Context: an optimization exercise on an open-source flow, tuned for small area and a short achievable clock period. The choices shown serve that exercise and are no tape-out recipe. In this exercise RTL edits were held to simulation tests only and were not proved equivalent to the original. Power is estimated from default activity; no workload was simulated.

## flow/design.v (module list and top-level ports; edited modules follow where they fit)
// module core: 111 lines
// module rf_read: 22 lines
// module rf_aoi222: 3 lines
// module rf_nand2: 3 lines
// module rf_nand3: 3 lines
// module rf_nand4: 3 lines
// module rf_nor3: 3 lines
// module ks_nand2: 3 lines
// module ks_nor2: 3 lines
// module ks_a21oi: 3 lines
// module ks_o21ai: 3 lines
// module ks_inv: 3 lines
// module ks_xor2: 3 lines
// module ks_xnor2: 3 lines
// module ks_add32: 714 lines
// module ks_add32c: 776 lines
// module sh_mux2i: 3 lines
// module sh_nand2: 3 lines
// module sh_mux2: 3 lines
// module sh_inv: 3 lines
// module alu_shift: 241 lines
// module mx_aoi22: 3 lines
// module wb_mux: 232 lines
// module pc_mux: 99 lines
module core (
    input  clk_i,
    input  rst_i,
    input  [31:0] inst_i,
    input  [31:0] data_i,
    output [31:0] inst_addr_o,
    output [31:0] data_o,
    output [31:0] data_addr_o,
    output        data_rw_o,
    output [1:0]  data_width_o,
    output        fence_o
);
  // ...
==> flow/run.sh <==
#!/bin/bash
# synth_recipe.tcl (not shown) runs the flow's synth.tcl, then flattens the netlist and writes it again
# the make line also repeats each setting of config.mk as NAME=value (left out here)
make -C /OpenROAD-flow-scripts/flow DESIGN_CONFIG=/design/flow/config.mk WORK_HOME=/design/flow/orfs CLKGATE_MAP_FILE= SYNTH_SCRIPT=/design/flow/synth_recipe.tcl finish
==> flow/config.mk <==
export PLATFORM = sky130hd
export DESIGN_NAME = core
export DESIGN_NICKNAME = core
export VERILOG_FILES = /design/flow/design.v
export SDC_FILE = /design/flow/constraint.sdc
export NUM_CORES = 4
export LEC_CHECK = 0
export CAP_MARGIN = 30
export CORE_MARGIN = 2
export CORE_UTILIZATION = 56
export CTS_BUF_LIST = sky130_fd_sc_hd__clkbuf_8 sky130_fd_sc_hd__clkbuf_16
export CTS_CLUSTER_DIAMETER = 60
export CTS_CLUSTER_SIZE = 20
export SETUP_SLACK_MARGIN = 4
export SLEW_MARGIN = 30
export SYNTH_HIERARCHICAL = 1
==> flow/constraint.sdc <==
create_clock -name core_clock -period 12.0 [get_ports {clk_i}]
set_input_delay 2.4000 -clock core_clock [delete_from_list [all_inputs] [get_ports {clk_i}]]
set_output_delay 2.4000 -clock core_clock [all_outputs]
set_load 0.01 [all_outputs]
==> summary.md, run 1 <==
| Metric | Value |
|---|---|
| Yosys warning count | `8` |
| Fin crit period | `around 8.7 ns` |
| Pwr/cell area | `between 100 and 150 mW/mm^2` |
| Post-DP HPWL | `between 150 and 200 mm` |
| Worst hold-check slack | `0.7280 ns` |
| Comb_multi_in | `between 2000 and 3000` |
| Inverters | `153` |
| FMAX | `115.5 MHz` |
| DRC viols | `0` |
| Vias in the first global route | `44470` |
| Tap cells | `1254` |
| Critical path depth in cells | `16` |
| Area grow syn2layout | `24.54%` |
| Tot Pwr | `a little under 0.009 W` |
| Final Hold Violating Endpoints | `0` |
| Die Area | `~0.096 sq mm` |
| Hold Path Class | `reg2reg` |
| Routing usage on met2 | `74.33%` |
| R2r startpoint | `regs[1][12]` |
| Root Driver | `clkbuf_16` |
| Top delay family on crit path | `compound AO/OA/AOI/OAI gates` |
| Placement Setup Slack | `approximately 1.4 ns` |
| Starting density of the core | `56.34%` |
| Period utilization | `72.13%` |
| Largest net degree at the start of global routing | `51` |
| Hold_buf cts | `0` |
| Clock latency on the worst-skew pair | `a little over 0.7 ns` |
| FF-to-FF setup slack | `between 5 and 6 ns` |
| Outcome | `complete, no violations` |
| Max-cap viol count | `0` |
| Average routed wire per standard cell | `about 42 um` |
| Setup-failing EPs final | `0` |
| ClkCell Share | `between 4 and 5%` |
| M1 WL | `76.59 mm` |
| Worst-path clk slew | `roughly 0.06 ns` |
| Buffers on Ports | `roughly 160` |
==> inputs of run 2 (changes only) <==
--- a/flow/config.mk
+++ b/flow/config.mk
@@ -10,5 +10,5 @@
 export CORE_UTILIZATION = 56
-export CTS_BUF_LIST = sky130_fd_sc_hd__clkbuf_8 sky130_fd_sc_hd__clkbuf_16
-export CTS_CLUSTER_DIAMETER = 60
-export CTS_CLUSTER_SIZE = 20
+export CTS_BUF_LIST = sky130_fd_sc_hd__clkbuf_8
+export CTS_CLUSTER_DIAMETER = 50
+export CTS_CLUSTER_SIZE = 16
 export SETUP_SLACK_MARGIN = 4
==> run 2 against run 1 <==
Compared with the run above: final cell count is 0.46% lower; global-route usage is 0.74 points lower; power shrank 5.9%; combinational power decreased by 2%; still clean; clock power down 16%; final area is 2.3% lower; synthesized cell count did not move; die area did not move; register-to-register slack got worse by 0.15 ns; clock skew increased by 0.046 ns; area after synthesis did not move.
==> summary.md, run 2 <==
| Metric | Value |
|---|---|
| Outcome | `complete, no violations (unchanged)` |
| Max-cap viol count | `0 (unchanged)` |
| Starting density of the core | `56.34% (unchanged)` |
| Setup-failing EPs final | `0 (unchanged)` |
| Row cnt | `112 (unchanged)` |
| Critical path peak fanout | `6 (was 10)` |
| Nets@finish | `4764 (was 4813)` |
| Most frequent cells in the layout | `edfxtp_1, a222oi_1, buf_4 (unchanged)` |
| DRC viols | `0 (unchanged)` |
| # clock sinks | `1023 (unchanged)` |
| Final Skew | `0.1052 ns (was 0.05953 ns)` |
| Yosys warning count | `8 (unchanged)` |
| Most common cell after layout, fill and taps aside | `edfxtp_1 (unchanged)` |
| Post-synthesis cell count | `4012 (unchanged)` |
| DRT iter0 DRCs | `14200 (was 13420)` |
| Worst Setup End Kind | `output port (unchanged)` |
| Die Area | `0.09593 sq mm (unchanged)` |
| CP arrival | `6.34 ns (was 6.26 ns)` |
| Slew Limit Fails | `0 (unchanged)` |
| Reg2reg end | `pc[23] (was pc[19])` |
| Worst setup path end | `data_addr_o[27] (was data_addr_o[25])` |
| Worst-path clk slew | `0.07 ns (was 0.06 ns)` |
| First-pass GRT wire length | `330.9 mm (was 335.6 mm)` |
| Pwr/cell area | `131.0 mW/mm^2 (was 135.9 mW/mm^2)` |
| Core Footprint | `0.09291 sq mm (unchanged)` |
| CTS tree | `built (unchanged)` |
| CTS buffer count | `100 (was 81)` |
| Gpl congestion | `1.091 (unchanged)` |
| Routed wire length | `245.8 mm (was 250.6 mm)` |
| RSZ-0062 raised after global routing | `true (unchanged)` |
| FMAX | `114.4 MHz (was 115.5 MHz)` |
| Vias | `48240 (was 48570)` |
| Synth Cell Area | `0.05234 sq mm (unchanged)` |
| R2r startpoint | `regs[13][2] (was regs[1][12])` |
| Clock latency on the worst-skew pair | `0.85 ns (was 0.72 ns)` |
| GR Util All Layers | `49.64% (was 50.38%)` |
| Initial antenna violation count | `8 (was 9)` |
| Hold_buf cts | `0 (unchanged)` |
| FF-to-FF setup slack | `5.69 ns (was 5.84 ns)` |
| Slowest cell on crit path | `nand4_1 (was a222oi_1)` |
| Largest register by flop count | `regs (unchanged)` |
| CP required | `9.60 ns (about the same)` |
| Critical Path Start Type | `input pin (unchanged)` |
| Die H | `309.7 um (unchanged)` |
| Average routed wire per standard cell | `40.99 um (was 41.59 um)` |
| Period utilization | `72.86% (was 72.13%)` |
| CP max stage delay | `0.70 ns (was 0.68 ns)` |
| Worst path cell trace | `buf_6 -> buf_8 -> buf_4 -> buf_4 -> nand2b_4 -> nor2_4 -> buf_12 -> a222oi_1 -> nand4_1 -> nor3_2 -> buf_6 -> nand2_1 -> a21oi_2 -> o21ai_2 -> a21oi_2 -> o21ai_2 -> a21oi_4 -> xnor2_2 -> buf_2 (was buf_6 -> nand3b_1 -> buf_4 -> nor2_4 -> a222oi_1 -> nand4_1 -> nor3_4 -> buf_6 -> nand2_4 -> a21oi_4 -> o21ai_4 -> a21oi_4 -> o21ai_2 -> a21oi_2 -> xnor2_2 -> buf_2)` |
| Grt total ovfl | `0 (unchanged)` |
| Max clock buf depth | `3 (unchanged)` |
| TritonRoute pass-1 iters | `22 (was 15)` |
| Vias in the first global route | `43650 (was 44470)` |
| Multi-input gate area | `0.02281 sq mm (was 0.02307 sq mm)` |
| Final setup TNS | `0 ns (unchanged)` |
| Fin crit period | `8.744 ns (was 8.656 ns)` |
| Slew @ Worst Pin | `1.209 ns (was 1.193 ns)` |
| Largest net degree at the start of global routing | `51 (unchanged)` |
| Worst hold-check slack | `0.7431 ns (was 0.7280 ns)` |
| Max transition margin | `19.43% (was 20.45%)` |
| H-tree depth | `3 (unchanged)` |
| Root Driver | `clkbuf_8 (was clkbuf_16)` |
| Top Registers | `regs (992), pc (31) (unchanged)` |
| Hold Path Class | `reg2reg (unchanged)` |
| Peak VDD IR | `141.0 uV (was 147.7 uV)` |
| R2r worst-path depth | `32 (was 23)` |
| Crit path kind | `in2out (unchanged)` |
| Largest register FFs | `992 (unchanged)` |
| Syn Area/Cell | `13.05 sq um (unchanged)` |
| Final Hold Violating Endpoints | `0 (unchanged)` |
| Buffers on Ports | `164 (unchanged)` |
| Leak Pwr | `23.30 nW (was 23.98 nW)` |
| Fillcell total | `6701 (was 6447)` |
| Share of cells above drive strength 1 | `26.33% (was 27.49%)` |
| Die W | `309.7 um (unchanged)` |
| Vias per cell | `8.043 (was 8.059)` |
| Critical path startpoint | `inst_i[18] (was inst_i[17])` |
| Post-DP HPWL | `159.2 mm (unchanged)` |
| Top Ports | `166 (unchanged)` |
| Area grow syn2layout | `21.70% (was 24.54%)` |
| Storage cell area | `0.03041 sq mm (unchanged)` |
| Final ANT Viol Nets | `0 (unchanged)` |
## run 2: metal layers
metal / global-route usage, % / vias up / wire length (um)
met5: 0 / - / 86
li1: - / 18560 / -
met2: 73.18 / 5296 / 102100
met1: 59.67 / 22960 / 77100
met4: 35.58 / 12 / 25050
met3: 19.17 / 1420 / 41550
## run 2: what timing repair did
item	CTS	global route
buffers inserted	235	63
endpoints found under the setup margin	1087	173
cloned	23	4
resized for setup	354	132
pin swaps	189	146
## run 2: per-stage QoR
step                instance area (sq um)  util (%)  worst slack, ns  power, W  cells
finish                              63700     68.56            3.256  0.008342   5998
floorplan                           52720         -            4.000  0.005008   4013
global placement                    56930     61.28            1.188  0.005615   5481
CTS                                 62520     67.29            3.606  0.008122   5923
global route                        63680     68.54            3.193  0.008486   5991
detailed placement                  57000     61.35            1.403  0.005603   5490
## run 2: worst max-delay path: cells and delay by family
family / cells / cell delay [ns]
and+or+nand+nor: 5 / 1.40
buffers and inverters: 7 / 1.07
AOI/OAI and AO/OA: 6 / 1.28
xor gates and xnor gates: 1 / 0.18
## run 2: worst min-delay path by stage
| stage | from | endpoint | slack, ns | cells after the start |
|---|---|---|---|---|
| CTS | pc[1] | pc[1] | 0.70 | 3 |
| global route | pc[1] | pc[1] | 0.72 | 3 |
| global placement | pc[1] | pc[1] | 0.68 | 3 |
| detailed placement | pc[1] | pc[1] | 0.68 | 3 |
| floorplan | pc[1] | pc[1] | 0.65 | 3 |
| finish | pc[1] | pc[1] | 0.74 | 3 |
## run 2: report_power, final
| group | switching, W | internal, W | total [W] |
|---|---|---|---|
| clock | 0.00136 | 0.00106 | 0.00242 |
| combinational | 0.00131 | 0.000743 | 0.00205 |
| sequential | 0.00000616 | 0.00387 | 0.00388 |
## run 2: area by class of cell
class / instances / share of cell area, %
diodes: 8 / 0.03143
clock inverters: 74 / 1.314
repair buffers: 668 / 9.554
inverters: 153 / 0.9035
flip-flops and latches: 1023 / 47.74
multi-input cells: 2717 / 35.81
clock buffers: 101 / 2.182
well taps: 1254 / 2.463
==> module core, before the edit <==
module core (
    input  clk_i,
    input  rst_i,
    input  [31:0] inst_i,
    input  [31:0] data_i,
    output [31:0] inst_addr_o,
    output [31:0] data_o,
    output [31:0] data_addr_o,
    output        data_rw_o,
    output [1:0]  data_width_o,
    output        fence_o
);
wire [6:0] op  = inst_i[6:0];
wire [4:0] rd  = inst_i[11:7];
wire [2:0] f3  = inst_i[14:12];
wire [4:0] rs1 = inst_i[19:15];
wire [4:0] rs2 = inst_i[24:20];
wire is_lui   = (op == 7'b0110111);
wire is_auipc = (op == 7'b0010111);
wire is_jal   = (op == 7'b1101111);
wire is_jalr  = (op == 7'b1100111);
wire is_br    = (op == 7'b1100011);
wire is_load  = (op == 7'b0000011);
wire is_store = (op == 7'b0100011);
wire is_alui  = (op == 7'b0010011);
wire is_alur  = (op == 7'b0110011);
wire is_fence = (op == 7'b0001111);
wire [31:0] imm_i = {{20{inst_i[31]}}, inst_i[31:20]};
wire [31:0] imm_b = {{19{inst_i[31]}}, inst_i[31], inst_i[7], inst_i[30:25], inst_i[11:8], 1'b0};
wire [31:0] imm_j = {{11{inst_i[31]}}, inst_i[31], inst_i[19:12], inst_i[20], inst_i[30:21], 1'b0};
wire [31:0] imm_u = {inst_i[31:12], 12'b0};
wire [11:0] imm_ls = is_store ? {inst_i[31:25], inst_i[11:7]} : inst_i[31:20];
reg  [31:0] regs [1:31];
wire [32*32-1:0] regs_flat;
wire [31:0] sel1, sel2;
assign regs_flat[31:0] = 32'b0;
genvar g;
generate for (g = 1; g < 32; g = g + 1) begin : rf
    assign regs_flat[g*32 +: 32] = regs[g];
end endgenerate
generate for (g = 0; g < 32; g = g + 1) begin : dec
    assign sel1[g] = (rs1 == g);
    assign sel2[g] = (rs2 == g);
end endgenerate
wire [31:0] rs1_n, rs2_n;       
rf_read rp1 (.sel(sel1), .r(regs_flat), .qn(rs1_n));
rf_read rp2 (.sel(sel2), .r(regs_flat), .qn(rs2_n));
wire [31:0] rs1_v = ~rs1_n;
wire [31:0] rs2_v = ~rs2_n;
reg  [31:1] pc;
wire [31:0] pc_w = {pc, 1'b0};
wire [31:0] pc4 = {pc[31:2] + 30'd1, 2'b00};
wire [31:0] pc_imm = is_jal ? imm_j : (is_br ? imm_b : imm_u);
wire [31:0] pc_sum = pc_w + pc_imm;
wire [31:0] agu;
ks_add32 u_agu (.an(rs1_n), .bn(~{{20{imm_ls[11]}}, imm_ls}), .s(agu));
wire        use_rs2 = op[5];
wire [31:0] op2     = use_rs2 ? rs2_v : imm_i;
wire        sub     = op[6] | (f3[2:1] == 2'b01) | (op[5] & inst_i[30] & (f3 == 3'b000));
wire [31:0] op2x    = op2 ^ {32{sub}};
wire [32:0] sum;
wire [31:0] bx, bg, bp;            
ks_add32c u_add (.an(rs1_n), .bn(~op2x), .cin(sub), .s(sum[31:0]), .cout(sum[32]),
                 .ox(bx), .og(bg), .op(bp));
wire        ltu     = ~sum[32];
wire        lt      = ltu ^ rs1_v[31] ^ op2[31];
wire        eq      = &bx;           
wire [31:0] sh_res;
alu_shift u_sh (.a(rs1_v), .shamt(op2[4:0]), .shl(~f3[2]), .sra(inst_i[30]), .y(sh_res));
wire taken = (f3[2] ? (f3[1] ? ltu : lt) : eq) ^ f3[0];
wire [31:0] ld;
wire        ld_sign = ~f3[2] & (f3[0] ? data_i[15] : data_i[7]);
assign ld[7:0]   = data_i[7:0];
assign ld[15:8]  = (f3[1] | f3[0]) ? data_i[15:8] : {8{ld_sign}};
assign ld[31:16] = f3[1] ? data_i[31:16] : {16{ld_sign}};
wire is_alu = is_alui | is_alur;
wire [31:0] wd;
wb_mux u_wb (
    .s_add  (is_alu & (f3 == 3'b000)),
    .s_sh   (is_alu & (f3[1:0] == 2'b01)),
    .s_xor  (is_alu & (f3 == 3'b100)),
    .s_or   (is_alu & (f3 == 3'b110)),
    .s_and  (is_alu & (f3 == 3'b111)),
    .s_slt  (is_alu & (f3[2:1] == 2'b01)),
    .s_ld   (is_load),
    .s_lui  (is_lui),
    .s_auipc(is_auipc),
    .s_link (is_jal | is_jalr),
    .sum(sum[31:0]), .sh(sh_res), .bx(bx), .bg(bg), .bp(bp), .slt(f3[0] ? ltu : lt),
    .ld(ld), .lui(inst_i[31:12]), .pcs(pc_sum), .pc4(pc4[31:2]),
    .o(wd));
wire        we = ~rst_i & (is_lui | is_auipc | is_jal | is_jalr | is_load | is_alui | is_alur);
integer k;
always @(posedge clk_i) begin
    for (k = 1; k < 32; k = k + 1)
        if (we && rd == k)
            regs[k] <= wd;
end
wire [31:1] pc_d;
wire tgt = is_jal | (is_br & taken);
pc_mux u_pcm (.s_agu(~rst_i & is_jalr), .s_pcs(~rst_i & ~is_jalr & tgt), .s_pc4(~rst_i & ~is_jalr & ~tgt),
              .agu(agu[31:1]), .pcs(pc_sum[31:1]), .pc4(pc4[31:2]), .o(pc_d));
always @(posedge clk_i)
    pc <= pc_d;
assign inst_addr_o  = pc_w;
assign data_o       = rs2_v;
assign data_addr_o  = agu;
assign data_rw_o    = is_store & ~rst_i;
assign data_width_o = {~f3[1] & ~f3[0], ~f3[1]};
assign fence_o      = is_fence;
endmodule
==> module rf_read, before the edit <==
module rf_read (
    input  [31:0]       sel,
    input  [32*32-1:0]  r,
    output [31:0]       qn
);
genvar b, i;
generate for (b = 0; b < 32; b = b + 1) begin : bt
    wire [9:0] y;
    wire [2:0] z;
    wire       t;
    for (i = 0; i < 10; i = i + 1) begin : grp
        rf_aoi222 u (.a(sel[3*i+1]), .b(r[(3*i+1)*32+b]),
                     .c(sel[3*i+2]), .d(r[(3*i+2)*32+b]),
                     .e(sel[3*i+3]), .f(r[(3*i+3)*32+b]), .y(y[i]));
    end
    rf_nand2 u_t  (.a(sel[31]), .b(r[31*32+b]), .y(t));
    rf_nand4 u_z0 (.a(y[0]), .b(y[1]), .c(y[2]), .d(y[3]), .y(z[0]));
    rf_nand4 u_z1 (.a(y[4]), .b(y[5]), .c(y[6]), .d(y[7]), .y(z[1]));
    rf_nand3 u_z2 (.a(y[8]), .b(y[9]), .c(t), .y(z[2]));
    rf_nor3  u_q  (.a(z[0]), .b(z[1]), .c(z[2]), .y(qn[b]));
end endgenerate
endmodule
==> inputs of run 3 (changes only) <==
--- a/flow/design.v
+++ b/flow/design.v
@@ -34,3 +34,2 @@
 wire [32*32-1:0] regs_flat;
-wire [31:0] sel1, sel2;
 assign regs_flat[31:0] = 32'b0;
@@ -40,9 +39,5 @@
 end endgenerate
-generate for (g = 0; g < 32; g = g + 1) begin : dec
-    assign sel1[g] = (rs1 == g);
-    assign sel2[g] = (rs2 == g);
-end endgenerate
 wire [31:0] rs1_n, rs2_n;       
-rf_read rp1 (.sel(sel1), .r(regs_flat), .qn(rs1_n));
-rf_read rp2 (.sel(sel2), .r(regs_flat), .qn(rs2_n));
+rf_read rp1 (.rs(rs1), .r(regs_flat), .qn(rs1_n));
+rf_read rp2 (.rs(rs2), .r(regs_flat), .qn(rs2_n));
 wire [31:0] rs1_v = ~rs1_n;
@@ -112,3 +107,3 @@
 module rf_read (
-    input  [31:0]       sel,
+    input  [4:0]        rs,
     input  [32*32-1:0]  r,
@@ -116,4 +111,8 @@
 );
+wire [31:0] sel_lo, sel_hi;
+rf_dec d_lo (.a(rs), .sel(sel_lo));
+rf_dec d_hi (.a(rs), .sel(sel_hi));
 genvar b, i;
 generate for (b = 0; b < 32; b = b + 1) begin : bt
+    wire [31:0] sel = (b < 16) ? sel_lo : sel_hi;
     wire [9:0] y;
@@ -132,2 +131,11 @@
 end endgenerate
+endmodule
+module rf_dec (
+    input  [4:0]  a,
+    output [31:0] sel
+);
+genvar k;
+generate for (k = 0; k < 32; k = k + 1) begin : dk
+    assign sel[k] = (a == k);
+end endgenerate
 endmodule
--- a/flow/config.mk
+++ b/flow/config.mk
@@ -10,5 +10,5 @@
 export CORE_UTILIZATION = 56
-export CTS_BUF_LIST = sky130_fd_sc_hd__clkbuf_8
-export CTS_CLUSTER_DIAMETER = 50
-export CTS_CLUSTER_SIZE = 16
+export CTS_BUF_LIST = sky130_fd_sc_hd__clkbuf_8 sky130_fd_sc_hd__clkbuf_16
+export CTS_CLUSTER_DIAMETER = 60
+export CTS_CLUSTER_SIZE = 20
 export SETUP_SLACK_MARGIN = 4
==> run 3 against run 2 <==
Compared with the run above: synthesized cell count rose by 2.6%; non-clock buffer count fell by 37; global-route usage fell by 7.9 points; power rose by 2.4%; highest routed layer unchanged.
==> summary.md, run 3 <==
| Metric | Value |
|---|---|
| Outcome | `complete, no violations (unchanged)` |
| CP max stage delay | `0.47 ns (was 0.70 ns)` |
| Hold Path Class | `reg2reg (unchanged)` |
| Largest register by flop count | `regs (unchanged)` |
| Nets@finish | `4787 (was 4764)` |
| Starting density of the core | `56.55% (was 56.34%)` |
| Max-cap viol count | `0 (unchanged)` |
| Post-DP HPWL | `144.4 mm (was 159.2 mm)` |
| Fin crit period | `8.207 ns (was 8.744 ns)` |
| Peak VDD IR | `149.4 uV (was 141.0 uV)` |
| Final ANT Viol Nets | `0 (unchanged)` |
| Worst-path clk slew | `0.07 ns (about the same)` |
| Die W | `311.2 um (was 309.7 um)` |
| Average routed wire per standard cell | `35.85 um (was 40.99 um)` |
| Most frequent cells in the layout | `edfxtp_1, a222oi_1, buf_4 (unchanged)` |
| Final Hold Violating Endpoints | `0 (unchanged)` |
| DRC viols | `0 (unchanged)` |
| Logic pwr share | `22.8% (was 24.6%)` |
| Die Area | `0.09686 sq mm (was 0.09593 sq mm)` |
| Final Skew | `0.04540 ns (was 0.1052 ns)` |
| Row cnt | `112 (unchanged)` |
| # clock sinks | `1023 (unchanged)` |
| Initial antenna violation count | `2 (was 8)` |
| Max clock buf depth | `3 (unchanged)` |
| Reg power frac | `45.4% (was 46.5%)` |
| Crit path kind | `in2out (unchanged)` |
| Area grow syn2layout | `21.25% (was 21.70%)` |
| Worst path cell trace | `buf_16 -> or3b_4 -> nor2_4 -> buf_6 -> buf_4 -> a222oi_1 -> nand4_1 -> nor3_2 -> buf_6 -> nand2_2 -> a21oi_4 -> o21ai_4 -> a21oi_2 -> buf_4 -> o21ai_2 -> a21oi_2 -> xnor2_2 -> buf_2 (was buf_6 -> buf_8 -> buf_4 -> buf_4 -> nand2b_4 -> nor2_4 -> buf_12 -> a222oi_1 -> nand4_1 -> nor3_2 -> buf_6 -> nand2_1 -> a21oi_2 -> o21ai_2 -> a21oi_2 -> o21ai_2 -> a21oi_4 -> xnor2_2 -> buf_2)` |
| Grt total ovfl | `0 (unchanged)` |
| Gpl congestion | `1.086 (was 1.091)` |
| RSZ-0062 raised after global routing | `true (unchanged)` |
| Yosys warning count | `8 (unchanged)` |
| Max transition margin | `17.10% (was 19.43%)` |
| Core Footprint | `0.09347 sq mm (was 0.09291 sq mm)` |
| TritonRoute pass-1 iters | `13 (was 22)` |
| H-tree depth | `3 (unchanged)` |
| Slew @ Worst Pin | `1.244 ns (was 1.209 ns)` |
| Critical path peak fanout | `6 (unchanged)` |
| FMAX | `121.9 MHz (was 114.4 MHz)` |
| Root Driver | `clkbuf_16 (was clkbuf_8)` |
| Sw Pwr | `0.002594 W (was 0.002668 W)` |
| Share of cells above drive strength 1 | `25.19% (was 26.33%)` |
| Power Internal | `0.005944 W (was 0.005673 W)` |
| First-pass GRT wire length | `294.5 mm (was 330.9 mm)` |
| Largest net degree at the start of global routing | `64 (was 51)` |
| Slowest cell on crit path | `nand4_1 (unchanged)` |
| Vias | `45810 (was 48240)` |
| Top Registers | `regs (992), pc (31) (unchanged)` |
| DRT iter0 DRCs | `11060 (was 14200)` |
| GR Util All Layers | `41.71% (was 49.64%)` |
| Setup-failing EPs final | `0 (unchanged)` |
| Leak Pwr | `23.31 nW (was 23.30 nW)` |
| Clock share of power | `31.8% (was 29.0%)` |
| Hold_buf cts | `0 (unchanged)` |
| Syn Area/Cell | `12.84 sq um (was 13.05 sq um)` |
| CTS buffer count | `77 (was 100)` |
| Vias per cell | `7.642 (was 8.043)` |
| Largest register FFs | `992 (unchanged)` |
| Switch share | `30.38% (was 31.99%)` |
| CP arrival | `5.81 ns (was 6.34 ns)` |
| Pwr/cell area | `133.2 mW/mm^2 (was 131.0 mW/mm^2)` |
| Worst Setup End Kind | `output port (unchanged)` |
| Top Ports | `166 (unchanged)` |
| Worst hold-check slack | `0.6807 ns (was 0.7431 ns)` |
| Critical Path Start Type | `input pin (unchanged)` |
| CTS tree | `built (unchanged)` |
| Post-synthesis cell count | `4117 (was 4012)` |
| Die H | `311.2 um (was 309.7 um)` |
| Routed wire length | `214.9 mm (was 245.8 mm)` |
| Synth Cell Area | `0.05286 sq mm (was 0.05234 sq mm)` |
| Final setup TNS | `0 ns (unchanged)` |
| Slew Limit Fails | `0 (unchanged)` |
| Buffers on Ports | `164 (unchanged)` |
| Most common cell after layout, fill and taps aside | `edfxtp_1 (unchanged)` |
| Vias in the first global route | `41810 (was 43650)` |
| Period utilization | `68.39% (was 72.86%)` |
| Clock latency on the worst-skew pair | `0.68 ns (was 0.85 ns)` |
| CP required | `9.60 ns (about the same)` |
[run 3: power by group through the flow]
| stage | Clock [W] | Combinational, W | Sequential (W) |
|---|---|---|---|
| after floorplan | 0 | 0.00105 | 0.00396 |
| after global placement | 0 | 0.00160 | 0.00396 |
| after detailed placement | 0 | 0.00160 | 0.00396 |
| after CTS | 0.00273 | 0.00174 | 0.00388 |
| after global routing | 0.00286 | 0.00201 | 0.00388 |
| final | 0.00271 | 0.00195 | 0.00388 |
[run 3: critical path, delay by kind of cell]
| family | cells | cell delay (ns) |
|---|---|---|
| buffers and inverters | 6 | 0.89 |
| AO/OA/AOI/OAI | 6 | 1.08 |
| XOR/XNOR | 1 | 0.16 |
| AND/OR/NAND/NOR | 5 | 1.24 |
[run 3: per-layer routing]
layer	global-route usage, %	routed length [um]	vias to the layer above
met4	19.27	12720	4
met1	54.40	73600	22370
li1	-	-	18730
met3	13.47	34550	604
met5	0	155	-
met2	63.62	93840	4104
[run 3: what timing repair did]
item / in CTS / in global routing
buffers inserted: 134 / 94
cloned: 4 / 12
endpoints found under the hold margin: 0 / 0
gates resized for setup: 383 / 245
setup endpoints to repair: 996 / 292
pin swaps: 172 / 206
[run 3: layout make-up]
type | count | area (sq um)
flip-flops and latches | 1023 | 30410
diodes | 4 | 10.01
well taps | 1254 | 1569
fillers | 6811 | 29380
inverters | 149 | 586.8
clock buffers | 79 | 1977
repair buffers | 631 | 5766
clock inverters | 50 | 625.6
multi-input cells | 2804 | 23150
[run 3: path summary, 6_finish.rpt]
kind                    start              end  slack [ns]  depth (start not counted)
setup / recovery   inst_i[15]  data_addr_o[28]        3.79                         18
hold / removal          pc[1]            pc[1]        0.68                          3
setup reg to reg  regs[16][8]           pc[21]        6.05                         24
hold reg to reg         pc[1]            pc[1]        0.68                          3
[run 3: per-stage QoR]
stage / std cells / cell area (sq um) / setup slack [ns] / power, W / utilization, %
global placement: 5599 / 57110 / 1.603 / 0.005562 / 61.10
CTS: 5881 / 62070 / 3.860 / 0.008352 / 66.40
finish: 5994 / 64090 / 3.793 / 0.008538 / 68.57
global route: 5990 / 64080 / 3.784 / 0.008745 / 68.56
detailed placement: 5614 / 57320 / 1.672 / 0.005563 / 61.32
floorplan: 4118 / 52950 / 4.001 / 0.005008 / -
==> inputs of run 4 (changes only) <==
--- a/flow/design.v
+++ b/flow/design.v
@@ -47,3 +47,3 @@
 wire [31:0] pc4 = {pc[31:2] + 30'd1, 2'b00};
-wire [31:0] pc_imm = is_jal ? imm_j : (is_br ? imm_b : imm_u);
+wire [31:0] pc_imm = op[2] ? (op[3] ? imm_j : imm_u) : imm_b;
 wire [31:0] pc_sum = pc_w + pc_imm;
@@ -60,3 +60,3 @@
 wire        ltu     = ~sum[32];
-wire        lt      = ltu ^ rs1_v[31] ^ op2[31];
+wire        sx      = rs1_v[31] ^ op2[31];
 wire        eq      = &bx;           
@@ -64,3 +64,5 @@
 alu_shift u_sh (.a(rs1_v), .shamt(op2[4:0]), .shl(~f3[2]), .sra(inst_i[30]), .y(sh_res));
-wire taken = (f3[2] ? (f3[1] ? ltu : lt) : eq) ^ f3[0];
+wire slt;
+tk_xnor2 u_slt (.a(sum[32]), .b(~f3[0] & sx), .y(slt));
+wire k_cmp = ~f3[0] ^ (~f3[1] & sx);
 wire [31:0] ld;
@@ -83,3 +85,3 @@
     .s_link (is_jal | is_jalr),
-    .sum(sum[31:0]), .sh(sh_res), .bx(bx), .bg(bg), .bp(bp), .slt(f3[0] ? ltu : lt),
+    .sum(sum[31:0]), .sh(sh_res), .bx(bx), .bg(bg), .bp(bp), .slt(slt),
     .ld(ld), .lui(inst_i[31:12]), .pcs(pc_sum), .pc4(pc4[31:2]),
@@ -94,4 +96,9 @@
 wire [31:1] pc_d;
-wire tgt = is_jal | (is_br & taken);
-pc_mux u_pcm (.s_agu(~rst_i & is_jalr), .s_pcs(~rst_i & ~is_jalr & tgt), .s_pc4(~rst_i & ~is_jalr & ~tgt),
+wire tgt_a = ~rst_i & ~is_jalr & (is_jal | (is_br & ~f3[2] & (eq ^ f3[0])));
+wire tgt_b = ~rst_i & ~is_jalr & is_br & f3[2];
+wire cmp_t, s_pcs, s_pc4;
+tk_xor2 u_tk1 (.a(sum[32]), .b(k_cmp), .y(cmp_t));
+tk_a21o u_tk2 (.a1(tgt_b), .a2(cmp_t), .b1(tgt_a), .y(s_pcs));
+tk_nor2 u_tk3 (.a(s_pcs), .b(rst_i | is_jalr), .y(s_pc4));
+pc_mux u_pcm (.s_agu(~rst_i & is_jalr), .s_pcs(s_pcs), .s_pc4(s_pc4),
               .agu(agu[31:1]), .pcs(pc_sum[31:1]), .pc4(pc4[31:2]), .o(pc_d));
@@ -132,2 +139,14 @@
 endmodule
+module tk_xor2 (input a, input b, output y);
+assign y = a ^ b;
+endmodule
+module tk_xnor2 (input a, input b, output y);
+assign y = ~(a ^ b);
+endmodule
+module tk_a21o (input a1, input a2, input b1, output y);
+assign y = (a1 & a2) | b1;
+endmodule
+module tk_nor2 (input a, input b, output y);
+assign y = ~(a | b);
+endmodule
 module rf_dec (
--- a/flow/config.mk
+++ b/flow/config.mk
@@ -10,5 +10,5 @@
 export CORE_UTILIZATION = 56
-export CTS_BUF_LIST = sky130_fd_sc_hd__clkbuf_8 sky130_fd_sc_hd__clkbuf_16
-export CTS_CLUSTER_DIAMETER = 60
-export CTS_CLUSTER_SIZE = 20
+export CTS_BUF_LIST = sky130_fd_sc_hd__clkbuf_8
+export CTS_CLUSTER_DIAMETER = 50
+export CTS_CLUSTER_SIZE = 16
 export SETUP_SLACK_MARGIN = 4
==> run 4 against run 3 <==
Compared with the run above: still clean; critical path depth rose by 1; non-clock buffer count down 55; final area fell by 2.3%; flip-flop and latch count did not move; die area is 0.11% lower; final cell count hardly changed; synthesized cell count is 0.19% higher; highest routed layer unchanged.
==> summary.md, run 4 <==
| Metric | Value |
|---|---|
| Average routed wire per standard cell | `36.26 um (was 35.85 um)` |
| Outcome | `complete, no violations (unchanged)` |
| Met1 usage | `55.21% (was 54.40%)` |
| FMAX | `121.0 MHz (was 121.9 MHz)` |
| Starting density of the core | `56.57% (was 56.55%)` |
| Top Registers | `regs (992), pc (31) (unchanged)` |
| Clock latency on the worst-skew pair | `0.79 ns (was 0.68 ns)` |
| Die Area | `0.09676 sq mm (was 0.09686 sq mm)` |
| Max-cap viol count | `0 (unchanged)` |
| # clock sinks | `1023 (unchanged)` |
| Routing usage on met2 | `65.65% (was 63.62%)` |
| Syn Area/Cell | `12.80 sq um (was 12.84 sq um)` |
| Buffers on Ports | `164 (unchanged)` |
| Vias | `46170 (was 45810)` |
| Share of cells above drive strength 1 | `24.02% (was 25.19%)` |
| RSZ-0062 raised after global routing | `true (unchanged)` |
| Most common cell after layout, fill and taps aside | `edfxtp_1 (unchanged)` |
| Final Hold Violating Endpoints | `0 (unchanged)` |
| First-pass GRT wire length | `296.4 mm (was 294.5 mm)` |
| Post-synthesis cell count | `4125 (was 4117)` |
| Gr busiest metal | `met2 (unchanged)` |
| Tot Pwr | `0.008193 W (was 0.008538 W)` |
| Worst-path clk slew | `0.10 ns (was 0.07 ns)` |
| Core Footprint | `0.09333 sq mm (was 0.09347 sq mm)` |
| Row cnt | `112 (unchanged)` |
| Worst hold-check slack | `0.7490 ns (was 0.6807 ns)` |
| Global Route met3 Usage | `11.85% (was 13.47%)` |
| Crit path kind | `in2out (unchanged)` |
| Post-DP HPWL | `146.2 mm (was 144.4 mm)` |
| Pwr/cell area | `130.8 mW/mm^2 (was 133.2 mW/mm^2)` |
| DRT iter0 DRCs | `11640 (was 11060)` |
| Yosys warning count | `8 (unchanged)` |
| CP required | `9.60 ns (about the same)` |
| Max transition margin | `24.97% (was 17.10%)` |
| Largest register by flop count | `regs (unchanged)` |
| Most frequent cells in the layout | `edfxtp_1, a222oi_1, buf_4 (unchanged)` |
| Largest net degree at the start of global routing | `63 (was 64)` |
| Final setup TNS | `0 ns (unchanged)` |
| Worst Setup End Kind | `output port (unchanged)` |
| Vias in the first global route | `42060 (was 41810)` |
| Die H | `311.1 um (was 311.2 um)` |
| Area grow syn2layout | `18.60% (was 21.25%)` |
| Critical Path Start Type | `input pin (unchanged)` |
| Setup-failing EPs final | `0 (unchanged)` |
| GR Util All Layers | `42.18% (was 41.71%)` |
| Synth Cell Area | `0.05280 sq mm (was 0.05286 sq mm)` |
| Final Skew | `0.05170 ns (was 0.04540 ns)` |
| Initial antenna violation count | `6 (was 2)` |
| CTS tree | `built (unchanged)` |
| Peak VDD IR | `125.4 uV (was 149.4 uV)` |
| H-tree depth | `3 (unchanged)` |
| TritonRoute pass-1 iters | `15 (was 13)` |
| CTS buffer count | `96 (was 77)` |
| Critical path peak fanout | `9 (was 6)` |
| Nets@finish | `4764 (was 4787)` |
| Largest register FFs | `992 (unchanged)` |
| Routed wire length | `217.4 mm (was 214.9 mm)` |
| Hold_buf cts | `0 (unchanged)` |
| DRC viols | `0 (unchanged)` |
| Vias per cell | `7.700 (was 7.642)` |
| Fin crit period | `8.265 ns (was 8.207 ns)` |
| CP arrival | `5.86 ns (was 5.81 ns)` |
| Leak Pwr | `22.77 nW (was 23.31 nW)` |
| Slew @ Worst Pin | `1.125 ns (was 1.244 ns)` |
| Grt total ovfl | `0 (unchanged)` |
| Period utilization | `68.87% (was 68.39%)` |
| Final ANT Viol Nets | `0 (unchanged)` |
| Gpl congestion | `1.061 (was 1.086)` |
| Slew Limit Fails | `0 (unchanged)` |
| Hold Path Class | `reg2reg (unchanged)` |
| Root Driver | `clkbuf_8 (was clkbuf_16)` |
| Max clock buf depth | `3 (unchanged)` |
| Die W | `311.1 um (was 311.2 um)` |
| Top Ports | `166 (unchanged)` |
==> run 4: changes by cell type in the layout (fill, tap and decap cells not counted), sizes merged, moves of 7 or more <==
cell    previous run  this run
nand2            322       345
clkbuf            90       115
buf              494       431
inv              169       183
nor3              90        81
nor2             357       364
bufinv             5        12
==> run 4: timing repair <==
item                                    4_1_cts  5_1_grt
endpoints found under the setup margin      839      305
gates cloned                                  1       12
gates resized for setup                     326      171
pin swaps                                   119      136
setup buffers                               108       67
==> run 4: final timing paths <==
| path | startpoint | end | slack (ns) | depth (start not counted) |
|---|---|---|---|---|
| setup / recovery | inst_i[18] | data_addr_o[18] | 3.74 | 19 |
| hold / removal | pc[24] | pc[24] | 0.75 | 4 |
| hold reg to reg | pc[24] | pc[24] | 0.75 | 4 |
| setup reg to reg | regs[22][31] | regs[2][2] | 6.21 | 14 |
==> run 4: routing by layer <==
layer	vias up	share of wire [%]
met3	731	16
met2	4281	44
li1	18700	-
met4	4	6.0
met1	22450	34
met5	-	0.014
==> run 4: per-stage QoR <==
stage	setup WS [ns]	utilization, %	area, sq um	cells
2_1_floorplan	4.059	-	52860	4126
3_3_place_gp	1.664	61.15	57070	5614
3_5_place_dp	1.751	61.49	57380	5633
4_1_cts	3.956	65.75	61360	5911
5_1_grt	3.766	67.09	62620	5994
6_report	3.735	67.10	62620	5996
==> run 4: area by class of cell <==
cell class                 instances  area [sq um]
sequential                      1023         30410
antenna                            5         12.51
fill                            7041         30710
tap                             1254          1569
timing repair buffer             576          5229
clock buffer                     100          1376
multi-input combinational       2812         22650
clock inverter                    69         789.5
inverter                         157         590.6
==> run 4: worst max-delay path, stage by stage <==
cell      delay, ns
buf_16         0.12
nand3b_1       0.22
buf_4          0.15
nor2_1         0.04
buf_6          0.15
buf_6          0.15
a222oi_1       0.25
nand4_1        0.38
nor3_2         0.38
buf_6          0.18
nand2_2        0.09
a21oi_2        0.23
buf_4          0.14
o21ai_2        0.06
a21oi_2        0.22
o21ai_2        0.09
a21oi_2        0.16
xnor2_2        0.20
buf_2          0.20
==> run 4: power by group <==
part	internal (W)	total, W	switching, W
combinational	0.000694	0.00193	0.00123
sequential	0.00387	0.00388	0.00000583
clock	0.00108	0.00239	0.00131
total	0.00564	0.00819	0.00255
==> inputs of run 5 (changes only) <==
==> flow/flow/run.sh (new file) <==
#!/bin/bash
# Layout flow: the standard flow (standard.sh), except that the port
# buffers that global placement inserts, which are delay cells
# (clkdlybuf4s50_1), are replaced by plain buffers (buf_4 on inputs, buf_2 on
# outputs) before the placement-resizing step. Every port keeps its buffer.
set -euo pipefail
R=orfs/results/${FLOW_PLATFORM}/core/base
bash standard.sh 3_3_place_gp > standard_to_place_gp.log 2>&1
ODB_FILE=$R/3_3_place_gp.odb openroad -no_init -exit flow/swap_port_buffers.tcl > swap_port_buffers.log 2>&1
bash standard.sh > standard_finish.log 2>&1
==> flow/flow/swap_port_buffers.tcl (new file) <==
# Replace the delay-cell port buffers inserted by buffer_ports with plain
# buffers of the same function (A -> X).
set odb $::env(ODB_FILE)
read_db $odb
set db [ord::get_db]
set bin [$db findMaster sky130_fd_sc_hd__buf_4]
set bout [$db findMaster sky130_fd_sc_hd__buf_2]
set n 0
foreach inst [[ord::get_db_block] getInsts] {
  set name [$inst getName]
  if {[[$inst getMaster] getName] ne "sky130_fd_sc_hd__clkdlybuf4s50_1"} continue
  if {[regexp {^input[0-9]+$} $name]} { $inst swapMaster $bin; incr n }
  if {[regexp {^output[0-9]+$} $name]} { $inst swapMaster $bout; incr n }
}
puts "swapped $n port buffers"
write_db $odb
==> flow/standard.sh (new file) <==
#!/bin/bash
# synth_recipe.tcl (not shown) runs the flow's synth.tcl, then flattens the netlist and writes it again
# the make line also repeats each setting of config.mk as NAME=value (left out here)
make -C /OpenROAD-flow-scripts/flow DESIGN_CONFIG=/design/flow/config.mk WORK_HOME=/design/flow/orfs CLKGATE_MAP_FILE= SYNTH_SCRIPT=/design/flow/synth_recipe.tcl "${@:-finish}"
removed: flow/run.sh
==> run 5 against run 4 <==
Compared with the run above: still clean on timing, DRC and antenna; area after synthesis stayed put; utilization is 1.4 points lower; non-clock buffer count is 52 lower; flip-flop and latch count stayed put; register-to-register slack worse by 0.05 ns; combinational power is 4% lower; final area is 2.1% lower; clock-buffer cell count is 5 lower; critical path depth is 3 lower; global-route usage is 0.34 points lower; largest power group unchanged; highest routed layer unchanged.
==> summary.md, run 5 <==
| Metric | Value |
|---|---|
| Post-synthesis cell count | `4125 (unchanged)` |
| Max-cap viol count | `0 (unchanged)` |
| Pwr/cell area | `131.3 mW/mm^2 (was 130.8 mW/mm^2)` |
| Critical Path Start Type | `input pin (unchanged)` |
| CP arrival | `5.87 ns (was 5.86 ns)` |
| Largest net degree at the start of global routing | `63 (unchanged)` |
| Sw Pwr | `0.002514 W (was 0.002550 W)` |
| Share of cells above drive strength 1 | `24.91% (was 24.02%)` |
| Gpl congestion | `1.061 (unchanged)` |
| Post-route cell area | `0.06130 sq mm (was 0.06262 sq mm)` |
| Largest register FFs | `992 (unchanged)` |
| Fillcell total | `7117 (was 7041)` |
| Peak VDD IR | `120.7 uV (was 125.4 uV)` |
| Vias per cell | `7.697 (was 7.700)` |
| Synth Cell Area | `0.05280 sq mm (unchanged)` |
| Instance area after placement | `0.05673 sq mm (was 0.05738 sq mm)` |
| Root Driver | `clkbuf_8 (unchanged)` |
| Critical path peak fanout | `16 (was 9)` |
| Top Registers | `regs (992), pc (31) (unchanged)` |
| Die H | `311.1 um (unchanged)` |
| Core Footprint | `0.09333 sq mm (unchanged)` |
| Switch share | `31.24% (was 31.12%)` |
| Storage cell area | `0.03041 sq mm (unchanged)` |
| Row cnt | `112 (unchanged)` |
| Clock latency on the worst-skew pair | `0.79 ns (about the same)` |
| Most frequent cells in the layout | `edfxtp_1, a222oi_1, buf_4 (unchanged)` |
| CTS buffer count | `94 (was 96)` |
| Max clock buf depth | `3 (unchanged)` |
| CTS tree | `built (unchanged)` |
| Top Ports | `166 (unchanged)` |
| Power Internal | `0.005533 W (was 0.005644 W)` |
| Yosys warning count | `8 (unchanged)` |
| Most common cell after layout, fill and taps aside | `edfxtp_1 (unchanged)` |
| Crit path kind | `in2out (unchanged)` |
| Logic pwr share | `23.1% (was 23.5%)` |
| Initial antenna violation count | `4 (was 6)` |
| Vias in the first global route | `41850 (was 42060)` |
| Worst-path clk slew | `0.08 ns (was 0.10 ns)` |
| TritonRoute pass-1 iters | `14 (was 15)` |
| FMAX | `120.9 MHz (was 121.0 MHz)` |
| Final Hold Violating Endpoints | `0 (unchanged)` |
| Hold Path Class | `reg2reg (unchanged)` |
| Grt total ovfl | `0 (unchanged)` |
| Largest register by flop count | `regs (unchanged)` |
| Starting density of the core | `56.57% (unchanged)` |
| Nets@finish | `4707 (was 4764)` |
| Die Area | `0.09676 sq mm (unchanged)` |
| Vias | `45670 (was 46170)` |
| CP required | `9.60 ns (about the same)` |
| Syn Area/Cell | `12.80 sq um (unchanged)` |
| Routed wire length | `215.4 mm (was 217.4 mm)` |
| Clock share of power | `28.7% (was 29.1%)` |
| H-tree depth | `3 (unchanged)` |
| Setup-failing EPs final | `0 (unchanged)` |
| Final setup TNS | `0 ns (unchanged)` |
| First-pass GRT wire length | `293.9 mm (was 296.4 mm)` |
| DRC viols | `0 (unchanged)` |
| Multi-input gate area | `0.02242 sq mm (was 0.02265 sq mm)` |
| Area grow syn2layout | `16.10% (was 18.60%)` |
| Leak Pwr | `22.49 nW (was 22.77 nW)` |
| Max transition margin | `25.81% (was 24.97%)` |
| Buffers on Ports | `164 (unchanged)` |
| # clock sinks | `1023 (unchanged)` |
| Reg power frac | `48.2% (was 47.3%)` |
| Worst Setup End Kind | `output port (unchanged)` |
| Final ANT Viol Nets | `0 (unchanged)` |
| Final Skew | `0.04441 ns (was 0.05170 ns)` |
| Slew Limit Fails | `0 (unchanged)` |
| Average routed wire per standard cell | `36.30 um (was 36.26 um)` |
| Slew @ Worst Pin | `1.113 ns (was 1.125 ns)` |
| GR Util All Layers | `41.83% (was 42.18%)` |
| DRT iter0 DRCs | `11330 (was 11640)` |
| RSZ-0062 raised after global routing | `true (unchanged)` |
| Post-DP HPWL | `146.3 mm (was 146.2 mm)` |
| Fin crit period | `8.271 ns (was 8.265 ns)` |
| Worst hold-check slack | `0.7628 ns (was 0.7490 ns)` |
| Die W | `311.1 um (unchanged)` |
| Outcome | `complete, no violations (unchanged)` |
| Period utilization | `68.93% (was 68.87%)` |
-- run 5: area by class of cell --
type	count	share of cell area (%)
repair buffers	524	6.911
well taps	1254	2.560
clock buffers	95	2.133
diodes	2	0.008164
clock inverters	69	1.245
multi-input cells	2809	36.57
inverters	157	0.9634
flip-flops and latches	1023	49.61
-- run 5: stage by stage --
stage / cells / util, % / total power (W) / worst slack, ns
after floorplan: 4126 / - / 0.005047 / 4.059
after global placement: 5614 / 61.15 / 0.005619 / 1.664
after detailed placement: 5633 / 60.78 / 0.005555 / 2.937
after CTS: 5877 / 64.43 / 0.007890 / 3.962
after global routing: 5932 / 65.68 / 0.008243 / 3.777
final: 5933 / 65.68 / 0.008047 / 3.729
-- run 5: metal layers --
metal,share of wire (%),vias to the layer above,track usage (%)
li1,-,18590,-
met4,6.2,2,18.71
met3,16,745,12.68
met5,0.022,-,0
met2,44,4259,65.11
met1,34,22070,54.20
-- run 5: worst paths after layout --
check / to / start / slack, ns / cells past startpoint
setup reg to reg: regs[23][31] / regs[19][0] / 6.16 / 15
setup / recovery: data_addr_o[31] / inst_i[16] / 3.73 / 16
hold / removal: pc[2] / pc[2] / 0.76 / 3
hold reg to reg: pc[2] / pc[2] / 0.76 / 3
-- run 5: power by group through the flow --
stage,logic [W],clock network [W],registers (W)
5_1_grt,0.00192,0.00245,0.00388
4_1_cts,0.00170,0.00231,0.00388
6_report,0.00186,0.00231,0.00388
3_3_place_gp,0.00166,0,0.00396
2_1_floorplan,0.00109,0,0.00396
3_5_place_dp,0.00159,0,0.00396
-- run 5: critical path, stage by stage --
cell	delay (ns)
clkbuf_16	0.17
nand3b_1	0.25
buf_4	0.17
nor2_4	0.08
a222oi_1	0.69
nand4_1	0.33
nor3_4	0.24
buf_4	0.18
nor2_1	0.09
a21oi_2	0.24
o21ai_2	0.12
a21oi_2	0.23
o21ai_2	0.14
a21oi_2	0.19
xnor2_2	0.16
buf_2	0.18
-- run 5: timing repair --
action / in CTS / in global routing
cloned: 0 / 10
gates resized for setup: 137 / 128
pin swaps: 82 / 131
setup buffers: 80 / 42
hold buffers: 0 / 0
endpoints found under the setup margin: 61 / 216
==> inputs of run 6 (changes only) <==
--- a/flow/config.mk
+++ b/flow/config.mk
@@ -9,3 +9,3 @@
 export CORE_MARGIN = 2
-export CORE_UTILIZATION = 56
+export CORE_UTILIZATION = 60
 export CTS_BUF_LIST = sky130_fd_sc_hd__clkbuf_8
==> run 6 against run 5 <==
Compared with the run above: sequential power barely moved; clock-buffer cell count rose by 1; area after synthesis unchanged; register-to-register slack hardly changed; die area shrank 6.6%; sequential share of layout area is 0.34 points higher; first-iteration DRC count rose by 10%; hold slack lost 0.051 ns; global-route usage up 4.1 points; critical path type unchanged; largest cell class unchanged.
==> summary.md, run 6 <==
| Metric | Value |
|---|---|
| CP max stage delay | `0.56 ns (was 0.69 ns)` |
| Fillcell total | `6127 (was 7117)` |
| RSZ-0062 raised after global routing | `true (unchanged)` |
| Outcome | `complete, no violations (unchanged)` |
| Average routed wire per standard cell | `36.95 um (was 36.30 um)` |
| H-tree depth | `3 (unchanged)` |
| R2r worst-path depth | `13 (was 15)` |
| Reg power frac | `48.3% (was 48.2%)` |
| Vias in the first global route | `43140 (was 41850)` |
| # clock sinks | `1023 (unchanged)` |
| Vias per cell | `7.991 (was 7.697)` |
| Final Skew | `0.04385 ns (was 0.04441 ns)` |
| Area grow syn2layout | `15.31% (was 16.10%)` |
| Worst path bufs/invs | `4 (unchanged)` |
| Critical path depth in cells | `16 (unchanged)` |
| Die W | `300.6 um (was 311.1 um)` |
| Die Area | `0.09039 sq mm (was 0.09676 sq mm)` |
| Switch share | `31.07% (was 31.24%)` |
| Fin crit period | `8.333 ns (was 8.271 ns)` |
| FF-to-FF setup slack | `6.17 ns (was 6.16 ns)` |
| Grt total ovfl | `0 (unchanged)` |
| Die H | `300.6 um (was 311.1 um)` |
| Top Ports | `166 (unchanged)` |
| Final Hold Violating Endpoints | `0 (unchanged)` |
| Row cnt | `108 (was 112)` |
| Largest register by flop count | `regs (unchanged)` |
| Logic pwr share | `23.2% (was 23.1%)` |
| Max transition margin | `20.13% (was 25.81%)` |
| CTS tree | `built (unchanged)` |
| Syn Area/Cell | `12.80 sq um (unchanged)` |
| Pwr/cell area | `131.8 mW/mm^2 (was 131.3 mW/mm^2)` |
| Worst-path clk slew | `0.10 ns (was 0.08 ns)` |
| Largest net degree at the start of global routing | `63 (unchanged)` |
| Crit path kind | `in2out (unchanged)` |
| Top delay family on crit path | `simple AND/OR/NAND/NOR gates (was compound AO/OA/AOI/OAI gates)` |
| Synth Cell Area | `0.05280 sq mm (unchanged)` |
| Clock share of power | `28.5% (was 28.7%)` |
| CP arrival | `5.93 ns (was 5.87 ns)` |
| Worst path cell trace | `buf_12 -> buf_12 -> or2_4 -> nor2_4 -> a222oi_1 -> nand4_1 -> nor3_4 -> buf_12 -> nand2_1 -> nand2_1 -> nor2_2 -> nand2_1 -> nor2_1 -> a21oi_4 -> xnor2_2 -> buf_2 (was clkbuf_16 -> nand3b_1 -> buf_4 -> nor2_4 -> a222oi_1 -> nand4_1 -> nor3_4 -> buf_4 -> nor2_1 -> a21oi_2 -> o21ai_2 -> a21oi_2 -> o21ai_2 -> a21oi_2 -> xnor2_2 -> buf_2)` |
| Reg2reg end | `regs[24][7] (was regs[23][31])` |
| Initial antenna violation count | `6 (was 4)` |
| Routed wire length | `215.1 mm (was 215.4 mm)` |
| Worst setup path end | `data_addr_o[28] (was data_addr_o[31])` |
| Nets@finish | `4701 (was 4707)` |
| Clock latency on the worst-skew pair | `0.76 ns (was 0.79 ns)` |
| FMAX | `120.0 MHz (was 120.9 MHz)` |
| First-pass GRT wire length | `298.9 mm (was 293.9 mm)` |
| Core Footprint | `0.08702 sq mm (was 0.09333 sq mm)` |
| Multi-input gate area | `0.02242 sq mm (about the same)` |
| Most frequent cells in the layout | `edfxtp_1, a222oi_1, buf_4 (unchanged)` |
| Share of cells above drive strength 1 | `25.04% (was 24.91%)` |
| Final setup TNS | `0 ns (unchanged)` |
| CTS buffer count | `93 (was 94)` |
| Post-DP HPWL | `144.4 mm (was 146.3 mm)` |
| DRC viols | `0 (unchanged)` |
| Hold Path Class | `reg2reg (unchanged)` |
| Gpl congestion | `1.090 (was 1.061)` |
| Critical Path Start Type | `input pin (unchanged)` |
| DRT iter0 DRCs | `12490 (was 11330)` |
| Power Internal | `0.005531 W (was 0.005533 W)` |
| Peak VDD IR | `141.7 uV (was 120.7 uV)` |
| Most common cell after layout, fill and taps aside | `edfxtp_1 (unchanged)` |
| Slew @ Worst Pin | `1.198 ns (was 1.113 ns)` |
| Slowest cell on crit path | `nor2_4 (was a222oi_1)` |
| GR Util All Layers | `45.97% (was 41.83%)` |
| Sw Pwr | `0.002493 W (was 0.002514 W)` |
| Post-synthesis cell count | `4125 (unchanged)` |
| R2r startpoint | `regs[16][31] (was regs[19][0])` |
| Slew Limit Fails | `0 (unchanged)` |
| Yosys warning count | `8 (unchanged)` |
| Critical path peak fanout | `16 (unchanged)` |
| Post-Route Utilization | `69.96% (was 65.68%)` |
| Root Driver | `clkbuf_8 (unchanged)` |
| Critical path startpoint | `inst_i[17] (was inst_i[16])` |
| CP required | `9.60 ns (about the same)` |
| Buffers on Ports | `164 (unchanged)` |
| Leak Pwr | `22.33 nW (was 22.49 nW)` |
| Vias | `46530 (was 45670)` |
| Setup-failing EPs final | `0 (unchanged)` |
| Period utilization | `69.44% (was 68.93%)` |
| Storage cell area | `0.03041 sq mm (unchanged)` |
| Starting density of the core | `60.67% (was 56.57%)` |
| Largest register FFs | `992 (unchanged)` |
| Max-cap viol count | `0 (unchanged)` |
| TritonRoute pass-1 iters | `14 (unchanged)` |
| Worst Setup End Kind | `output port (unchanged)` |
| Max clock buf depth | `3 (unchanged)` |
| Top Registers | `regs (992), pc (31) (unchanged)` |
| Final ANT Viol Nets | `0 (unchanged)` |
-- run 6: per-layer routing --
layer	vias up	share of wire, %	GRT usage, %
met2	4829	43	69.02
met4	6	7.3	24.31
met3	960	17	16.57
met5	-	0.019	0
met1	22190	33	58.68
li1	18550	-	-
-- run 6: worst reg2reg max path: cells and delay by family, from the launching register on --
| family | cells | cell delay [ns] |
|---|---|---|
| flip-flops | 1 | 0.41 |
| AO/OA/AOI/OAI | 2 | 1.18 |
| multiplexers | 5 | 1.11 |
| AND/OR/NAND/NOR | 4 | 2.08 |
| buffers and inverters | 2 | 0.57 |
-- run 6: layout make-up --
cell class | count | area share, %
diodes | 3 | 0.01233
flip-flops and latches | 1023 | 49.95
inverters | 157 | 0.9700
repair buffers | 519 | 6.550
clock inverters | 61 | 1.153
clock buffers | 96 | 2.170
well taps | 1155 | 2.374
multi-input cells | 2809 | 36.82
-- run 6: stage by stage --
step	worst slack [ns]	cell area, sq um	std cells	power (W)	hold WS (ns)
2_1_floorplan	4.059	52860	4126	0.005047	0.6461
3_3_place_gp	1.791	56990	5512	0.005609	0.6693
3_5_place_dp	2.720	56510	5525	0.005546	0.6758
4_1_cts	3.972	60020	5777	0.007844	0.7020
5_1_grt	3.726	60880	5821	0.008198	0.7445
6_report	3.667	60880	5823	0.008024	0.7116
-- run 6: how the worst min path moves through the flow --
stage | from | to | depth (start not counted)
floorplan | pc[1] | pc[1] | 3
global placement | pc[1] | pc[1] | 3
detailed placement | pc[1] | pc[1] | 3
CTS | pc[1] | pc[1] | 3
global route | pc[1] | pc[1] | 3
finish | pc[1] | pc[1] | 3
-- run 6: what timing repair did --
item	4_1_cts	5_1_grt
gates resized for setup	148	100
cloned	2	2
hold buffers	0	0
endpoints found under the setup margin	123	242
pin swaps	108	113
setup buffers	93	39
-- run 6: power by group through the flow --
stage	clock [W]	sequential (W)	combinational, W
final	0.00228	0.00388	0.00186
after global routing	0.00240	0.00388	0.00192
after CTS	0.00227	0.00388	0.00170
after detailed placement	0	0.00396	0.00159
after global placement	0	0.00396	0.00165
after floorplan	0	0.00396	0.00109
==> inputs of run 7 (changes only) <==
--- a/flow/config.mk
+++ b/flow/config.mk
@@ -9,6 +9,6 @@
 export CORE_MARGIN = 2
-export CORE_UTILIZATION = 60
-export CTS_BUF_LIST = sky130_fd_sc_hd__clkbuf_8
-export CTS_CLUSTER_DIAMETER = 50
-export CTS_CLUSTER_SIZE = 16
+export CORE_UTILIZATION = 56
+export CTS_BUF_LIST = sky130_fd_sc_hd__clkbuf_8 sky130_fd_sc_hd__clkbuf_16
+export CTS_CLUSTER_DIAMETER = 60
+export CTS_CLUSTER_SIZE = 20
 export SETUP_SLACK_MARGIN = 4
==> run 7 against run 6 <==
Compared with the run above: still clean; clock-buffer cell count is 16 lower; utilization is 3.4 points lower; hold slack better by 0.052 ns; critical path depth stayed put; synthesized cell count stayed put; via count is 1.1% lower; final cell count is 1.7% higher; routed wire length is 1.1% higher; global-route usage is 3.8 points lower; register-to-register slack better by 0.04 ns; critical path type unchanged; highest routed layer unchanged.
==> summary.md, run 7 <==
| Metric | Value |
|---|---|
| Outcome | `complete, no violations (unchanged)` |
| Area grow syn2layout | `17.69% (was 15.31%)` |
| Most frequent cells in the layout | `edfxtp_1, a222oi_1, buf_4 (unchanged)` |
| Post-route insts no fill | `5924 (was 5823)` |
| Initial antenna violation count | `3 (was 6)` |
| Die Area | `0.09676 sq mm (was 0.09039 sq mm)` |
| Vias | `46040 (was 46530)` |
| Post-DP HPWL | `146.3 mm (was 144.4 mm)` |
| Max-cap viol count | `0 (unchanged)` |
| Hold Path Class | `reg2reg (unchanged)` |
| GR Util All Layers | `42.13% (was 45.97%)` |
| Largest register FFs | `992 (unchanged)` |
| First-pass GRT wire length | `296.3 mm (was 298.9 mm)` |
| Final Hold Violating Endpoints | `0 (unchanged)` |
| Top Ports | `166 (unchanged)` |
| Fin crit period | `8.196 ns (was 8.333 ns)` |
| Post-synthesis cell count | `4125 (unchanged)` |
| Worst hold-check slack | `0.7635 ns (was 0.7116 ns)` |
| Post-Route Utilization | `66.58% (was 69.96%)` |
| Average routed wire per standard cell | `36.73 um (was 36.95 um)` |
| Power Internal | `0.005855 W (was 0.005531 W)` |
| Final ANT Viol Nets | `0 (unchanged)` |
| Crit path kind | `in2out (unchanged)` |
| Peak VDD IR | `146.0 uV (was 141.7 uV)` |
| Share of cells above drive strength 1 | `25.60% (was 25.04%)` |
| Hold_buf cts | `0 (unchanged)` |
| Period utilization | `68.30% (was 69.44%)` |
| Final setup TNS | `0 ns (unchanged)` |
| Clock share of power | `31.6% (was 28.5%)` |
| Number of instances in the placed design | `5633 (was 5525)` |
| Synth Cell Area | `0.05280 sq mm (unchanged)` |
| Die W | `311.1 um (was 300.6 um)` |
| Clock latency on the worst-skew pair | `0.68 ns (was 0.76 ns)` |
| Most common cell after layout, fill and taps aside | `edfxtp_1 (unchanged)` |
| Yosys warning count | `8 (unchanged)` |
| Die H | `311.1 um (was 300.6 um)` |
| CTS tree | `built (unchanged)` |
| CP arrival | `5.80 ns (was 5.93 ns)` |
| Vias per cell | `7.772 (was 7.991)` |
| Final Skew | `0.03105 ns (was 0.04385 ns)` |
| Worst-path clk slew | `0.07 ns (was 0.10 ns)` |
| FMAX | `122.0 MHz (was 120.0 MHz)` |
| Grt total ovfl | `0 (unchanged)` |
| Leak Pwr | `22.82 nW (was 22.33 nW)` |
| Max transition margin | `25.67% (was 20.13%)` |
| Top Registers | `regs (992), pc (31) (unchanged)` |
| Pwr/cell area | `135.8 mW/mm^2 (was 131.8 mW/mm^2)` |
| Final setup margin | `3.804 ns (was 3.667 ns)` |
| Worst Setup End Kind | `output port (unchanged)` |
| Syn Area/Cell | `12.80 sq um (unchanged)` |
| CTS buffer count | `77 (was 93)` |
| Critical path peak fanout | `7 (was 16)` |
| Gpl congestion | `1.061 (was 1.090)` |
| FF-to-FF setup slack | `6.21 ns (was 6.17 ns)` |
| Nets@finish | `4716 (was 4701)` |
| Sw Pwr | `0.002584 W (was 0.002493 W)` |
| Largest register by flop count | `regs (unchanged)` |
| Placement Setup Slack | `2.937 ns (was 2.720 ns)` |
| Max clock buf depth | `3 (unchanged)` |
| DRC viols | `0 (unchanged)` |
| Slew @ Worst Pin | `1.115 ns (was 1.198 ns)` |
| Vias in the first global route | `41990 (was 43140)` |
| Logic pwr share | `22.4% (was 23.2%)` |
| TritonRoute pass-1 iters | `13 (was 14)` |
| # clock sinks | `1023 (unchanged)` |
| CP required | `9.60 ns (about the same)` |
| Core Footprint | `0.09333 sq mm (was 0.08702 sq mm)` |
| Slew Limit Fails | `0 (unchanged)` |
| Row cnt | `112 (was 108)` |
| DRT iter0 DRCs | `11310 (was 12490)` |
| Reg power frac | `46.0% (was 48.3%)` |
| Routed wire length | `217.6 mm (was 215.1 mm)` |
| Switch share | `30.62% (was 31.07%)` |
| Largest net degree at the start of global routing | `63 (unchanged)` |
| RSZ-0062 raised after global routing | `true (unchanged)` |
| Buffers on Ports | `164 (unchanged)` |
| Setup-failing EPs final | `0 (unchanged)` |
| Critical Path Start Type | `input pin (unchanged)` |
| Fillcell total | `7008 (was 6127)` |
| H-tree depth | `3 (unchanged)` |
| Root Driver | `clkbuf_16 (was clkbuf_8)` |
| Starting density of the core | `56.57% (was 60.67%)` |
## run 7: changes by cell type in the layout (fill, tap and decap cells not counted), moves of 13 or more
cell       change
clkbuf_8      -96
clkbuf_16     +85
nor3_4        +14
buf_4         +13
nor3_2        -13
## run 7: final cells by class
cell class / instances / area [sq um] / area share, %
Clock buffer: 80 / 2002 / 3.222
Antenna cell: 2 / 5.005 / 0.008054
Timing Repair Buffer: 549 / 4388 / 7.061
Tap cell: 1254 / 1569 / 2.525
Multi-Input combinational cell: 2810 / 22650 / 36.45
Sequential cell: 1023 / 30410 / 48.94
Inverter: 157 / 590.6 / 0.9504
Clock inverter: 49 / 526.8 / 0.8477
## run 7: critical path: stages
cell and delay, ns:
buf_16 0.13, or3b_4 0.30, nor2_4 0.07, clkbuf_4 0.23, a222oi_1 0.35, nand4_1 0.41, nor3_2 0.25, buf_6 0.21
nand2_1 0.17, nand2_1 0.26, nor2_1 0.11, a21oi_2 0.22, o21ai_1 0.11, a21oi_2 0.16, xnor2_2 0.18, buf_2 0.19
## run 7: routing by layer
layer	track usage, %	share of wire [%]
met1	54.50	34
met3	12.81	16
met5	0	0.017
met2	65.55	44
met4	18.98	6.3
## run 7: repair_timing
item                       in CTS  in global routing
buffers inserted               86                 57
pin swaps                      81                134
setup endpoints to repair      61                301
resized for setup             139                182
gates cloned                    0                 15
## run 7: final timing paths
| path | start | cells after the start | to |
|---|---|---|---|
| max | inst_i[15] | 16 | data_addr_o[17] |
| min | pc[24] | 4 | pc[24] |
| max reg2reg | regs[22][31] | 14 | regs[30][2] |
| min reg2reg | pc[24] | 4 | pc[24] |
## run 7: power by group through the flow
stage / clock, W / sequential, W / combinational [W]
after floorplan: 0 / 0.00396 / 0.00109
after global placement: 0 / 0.00396 / 0.00166
after detailed placement: 0 / 0.00396 / 0.00159
after CTS: 0.00267 / 0.00388 / 0.00170
after global routing: 0.00281 / 0.00388 / 0.00195
final: 0.00267 / 0.00388 / 0.00189
## run 7: through the flow
stage,total power [W],cell area [sq um]
final,0.008439,62140
after global routing,0.008639,62140
after CTS,0.008249,60630
after detailed placement,0.005555,56730
after global placement,0.005619,57070
after floorplan,0.005047,52860

port drivers added, routing unchanged:
The flow's constraints put no driver on any port. The routed layouts listed below were extracted and timed again, unchanged, in two steps. Step 1 sets driving cells, clkbuf_16 on the clock port and buf_2 on the other inputs (assumed; they add their load-dependent delay and slew). Step 2 moves the port delays by t, midway between the first and last clock arrival at a register: inputs arrive t later, outputs are due t later. That takes back most of the time a late clock gives input paths. Three values: no drivers, after step 1, after step 2; two values: the first two.
run	t, ns	setup WS [ns]	worst hold slack (ns)	worst setup path at the end	latest minus earliest clock arrival (ns)
run 1	0.762	3.344 / 3.302 / 2.980	0.728 / 0.728 / 0.728	input to register	0.059 / 0.059
run 2	0.871	3.256 / 3.222 / 2.871	0.743 / 0.743 / 0.743	input to register	0.106 / 0.105
run 3	0.726	3.793 / 3.469 / 3.256	0.681 / 0.681 / 0.681	input to register	0.046 / 0.045
run 4	0.841	3.735 / 3.417 / 2.967	0.749 / 0.749 / 0.749	input to register	0.051 / 0.051
run 5	0.827	3.729 / 3.375 / 3.145	0.763 / 0.763 / 0.763	input to register	0.044 / 0.045
run 6	0.804	3.667 / 3.613 / 3.143	0.712 / 0.712 / 0.712	input to register	0.044 / 0.044
run 7	0.740	3.804 / 3.496 / 3.128	0.764 / 0.764 / 0.764	input to register	0.031 / 0.031
After both steps setup and hold are still met in every run listed. The setup slack of run 4, which loses most, moves by -0.318 ns with the drivers and by -0.768 ns with both steps.
